From an optimization exercise on the open Yosys and OpenROAD flow, aimed at small area, a short achievable clock period and few clock cycles per item; shortcuts taken in it are not production practice.

run a:
==> module geofence, before the edit <==
module geofence (clk,
                 reset,
                 X,
                 Y,
                 valid,
                 is_inside);
    input clk;
    input reset;
    input [9:0] X;
    input [9:0] Y;
    output valid;
    output is_inside;
    reg [3:0] cnt;
    reg [9:0] px, py;
    reg [10:0] ux, uy, sx, sy, ex, ey;    
    reg ins, vld;
    wire cs, ce;
    wire [5:0] ux_one, ux_two, ux_neg, uy_one, uy_two, uy_neg;
    BoothEnc BX (.m(ux[9:0]), .one(ux_one), .two(ux_two), .neg(ux_neg));
    BoothEnc BY (.m(uy[9:0]), .one(uy_one), .two(uy_two), .neg(uy_neg));
    CrossProduct C0 (.ax(sx), .ay(sy),
                     .bx_sign(ux[10]), .bx_one(ux_one), .bx_two(ux_two), .bx_neg(ux_neg),
                     .by_sign(uy[10]), .by_one(uy_one), .by_two(uy_two), .by_neg(uy_neg),
                     .pos(cs));
    CrossProduct C1 (.ax(ex), .ay(ey),
                     .bx_sign(ux[10]), .bx_one(ux_one), .bx_two(ux_two), .bx_neg(ux_neg),
                     .by_sign(uy[10]), .by_one(uy_one), .by_two(uy_two), .by_neg(uy_neg),
                     .pos(ce));
    assign valid = vld;
    assign is_inside = ins;
    always @(posedge clk or posedge reset) begin
        if (reset) begin
            cnt <= 4'd0;
            vld <= 1'b0;
        end else begin
            cnt <= (cnt == 4'd8) ? 4'd0 : cnt + 4'd1;
            vld <= (cnt == 4'd7);
        end
    end
    wire [10:0] dx = {1'b0, X} - {1'b0, px};
    wire [10:0] dy = {1'b0, Y} - {1'b0, py};
    wire [9:0] lx, ly;    
    assign lx[0] = 1'b0;
    assign ly[0] = 1'b0;
    genvar j;
    generate
        for (j = 1; j < 10; j = j + 1) begin : neg
            assign lx[j] = lx[j-1] | dx[j-1];
            assign ly[j] = ly[j-1] | dy[j-1];
        end
    endgenerate
    wire [9:0] mx = dx[9:0] ^ ({10{dx[10]}} & lx);
    wire [9:0] my = dy[9:0] ^ ({10{dy[10]}} & ly);
    wire place = cnt >= 4'd3 && cnt <= 4'd7;
    always @(posedge clk) begin
        if (cnt == 4'd0) begin
            px <= X;
            py <= Y;
        end
        ux <= {dx[10], mx};
        uy <= {dy[10], my};
        if (cnt == 4'd2 || (place && !cs && !ce)) begin
            sx <= ux;
            sy <= uy;
        end
        if (cnt == 4'd2 || (place && cs && ce)) begin
            ex <= ux;
            ey <= uy;
        end
        if (cnt == 4'd2)
            ins <= 1'b0;
        else if (place && !cs && ce)
            ins <= 1'b1;
    end
endmodule
export LEC_CHECK = 0
export CAP_MARGIN = 20
export CORE_MARGIN = 2
export CORE_UTILIZATION = 40
export SETUP_SLACK_MARGIN = 2.0
export SLEW_MARGIN = 20
export SYNTH_HIERARCHICAL = 1
export SYNTH_MINIMUM_KEEP_SIZE = 0
create_clock -name core_clock -period 7.5 [get_ports {clk}]
run.sh (not shown) runs the stock make flow with config.mk's settings and CLKGATE_MAP_FILE= SYNTH_SCRIPT=/design/flow/synth_recipe.tcl, a recipe that flattens the netlist after the stock synthesis.
Modified inputs, run b compared to run a
--- a/flow/design.v
+++ b/flow/design.v
@@ -451,15 +451,14 @@
     output is_inside;
     reg [3:0] cnt;
     reg [9:0] px, py;
     reg [10:0] ux, uy, sx, sy, ex, ey;    
     reg ins, vld;
     wire cs, ce;
-    wire [5:0] ux_one, ux_two, ux_neg, uy_one, uy_two, uy_neg;
-    BoothEnc BX (.m(ux[9:0]), .one(ux_one), .two(ux_two), .neg(ux_neg));
-    BoothEnc BY (.m(uy[9:0]), .one(uy_one), .two(uy_two), .neg(uy_neg));
+    reg [5:0] ux_one, ux_two, ux_neg, uy_one, uy_two, uy_neg;
+    wire [5:0] dx_one, dx_two, dx_neg, dy_one, dy_two, dy_neg;
     CrossProduct C0 (.ax(sx), .ay(sy),
                      .bx_sign(ux[10]), .bx_one(ux_one), .bx_two(ux_two), .bx_neg(ux_neg),
                      .by_sign(uy[10]), .by_one(uy_one), .by_two(uy_two), .by_neg(uy_neg),
                      .pos(cs));
     CrossProduct C1 (.ax(ex), .ay(ey),
                      .bx_sign(ux[10]), .bx_one(ux_one), .bx_two(ux_two), .bx_neg(ux_neg),
@@ -475,32 +474,32 @@
             cnt <= (cnt == 4'd8) ? 4'd0 : cnt + 4'd1;
             vld <= (cnt == 4'd7);
         end
     end
     wire [10:0] dx = {1'b0, X} - {1'b0, px};
     wire [10:0] dy = {1'b0, Y} - {1'b0, py};
-    wire [9:0] lx, ly;    
-    assign lx[0] = 1'b0;
-    assign ly[0] = 1'b0;
-    genvar j;
-    generate
-        for (j = 1; j < 10; j = j + 1) begin : neg
-            assign lx[j] = lx[j-1] | dx[j-1];
-            assign ly[j] = ly[j-1] | dy[j-1];
-        end
-    endgenerate
-    wire [9:0] mx = dx[9:0] ^ ({10{dx[10]}} & lx);
-    wire [9:0] my = dy[9:0] ^ ({10{dy[10]}} & ly);
+    wire [9:0] nx = px - X;
+    wire [9:0] ny = py - Y;
+    wire [9:0] mx = dx[10] ? nx : dx[9:0];
+    wire [9:0] my = dy[10] ? ny : dy[9:0];
     wire place = cnt >= 4'd3 && cnt <= 4'd7;
+    BoothEnc BX (.m(mx), .one(dx_one), .two(dx_two), .neg(dx_neg));
+    BoothEnc BY (.m(my), .one(dy_one), .two(dy_two), .neg(dy_neg));
     always @(posedge clk) begin
         if (cnt == 4'd0) begin
             px <= X;
             py <= Y;
         end
         ux <= {dx[10], mx};
         uy <= {dy[10], my};
+        ux_one <= dx_one;
+        ux_two <= dx_two;
+        ux_neg <= dx_neg;
+        uy_one <= dy_one;
+        uy_two <= dy_two;
+        uy_neg <= dy_neg;
         if (cnt == 4'd2 || (place && !cs && !ce)) begin
             sx <= ux;
             sy <= uy;
         end
         if (cnt == 4'd2 || (place && cs && ce)) begin
             ex <= ux;
Notes after the runs:
The post-synthesis net count of run b is higher than that of run a. Taking run a over run b, the total die area ratio works out to 0.935. Relative to run a, the routed wire length of run b is higher by about 4%. Per the comparison of run b with run a, clock buffer instance count of the final layout now sits higher; number of antenna violations at the first check in global routing roughly the same; setup slack of the critical path after layout climbed 0.24 ns. NOTE die width run a->run b increased by a few percent. Detailed placer's ending HPWL ends up higher on run b. Wire length on met3 in run b is about 8% lower than in run a. Via count of the routed design was higher in run b than in run a. Run b ends up with a cell area that is about 6% higher than in run a. Per the final summary, run b finished and its layout is clean on timing, DRC and antenna.
No run of this note included a check of the RTL's function; only the layout flow was run.

-- port drivers added, routing unchanged --
Ports are ideal in the flow. The routed layouts listed here were re-timed in OpenROAD.
Step 1 assumes that a clkbuf_16 drives the clock port and a buf_2 every other input.
Step 2, shift: input delay + t, output delay - t, t = (earliest + latest rising clock arrival at the registers) / 2. This alone moves slack from input paths to output paths.
Slacks: ideal / step 1 / step 2; pairs: ideal / step 1.
| run | t, ns | setup WS [ns] | worst setup path at the end | pins driven straight from the clock port |
|---|---|---|---|---|
| run a | 0.384 | 1.704 / 1.704 / 1.704 | register to register | 1 |
| run b | 0.448 | 1.945 / 1.945 / 1.945 | register to register | 1 |
After both steps setup and hold are still met in every run listed.
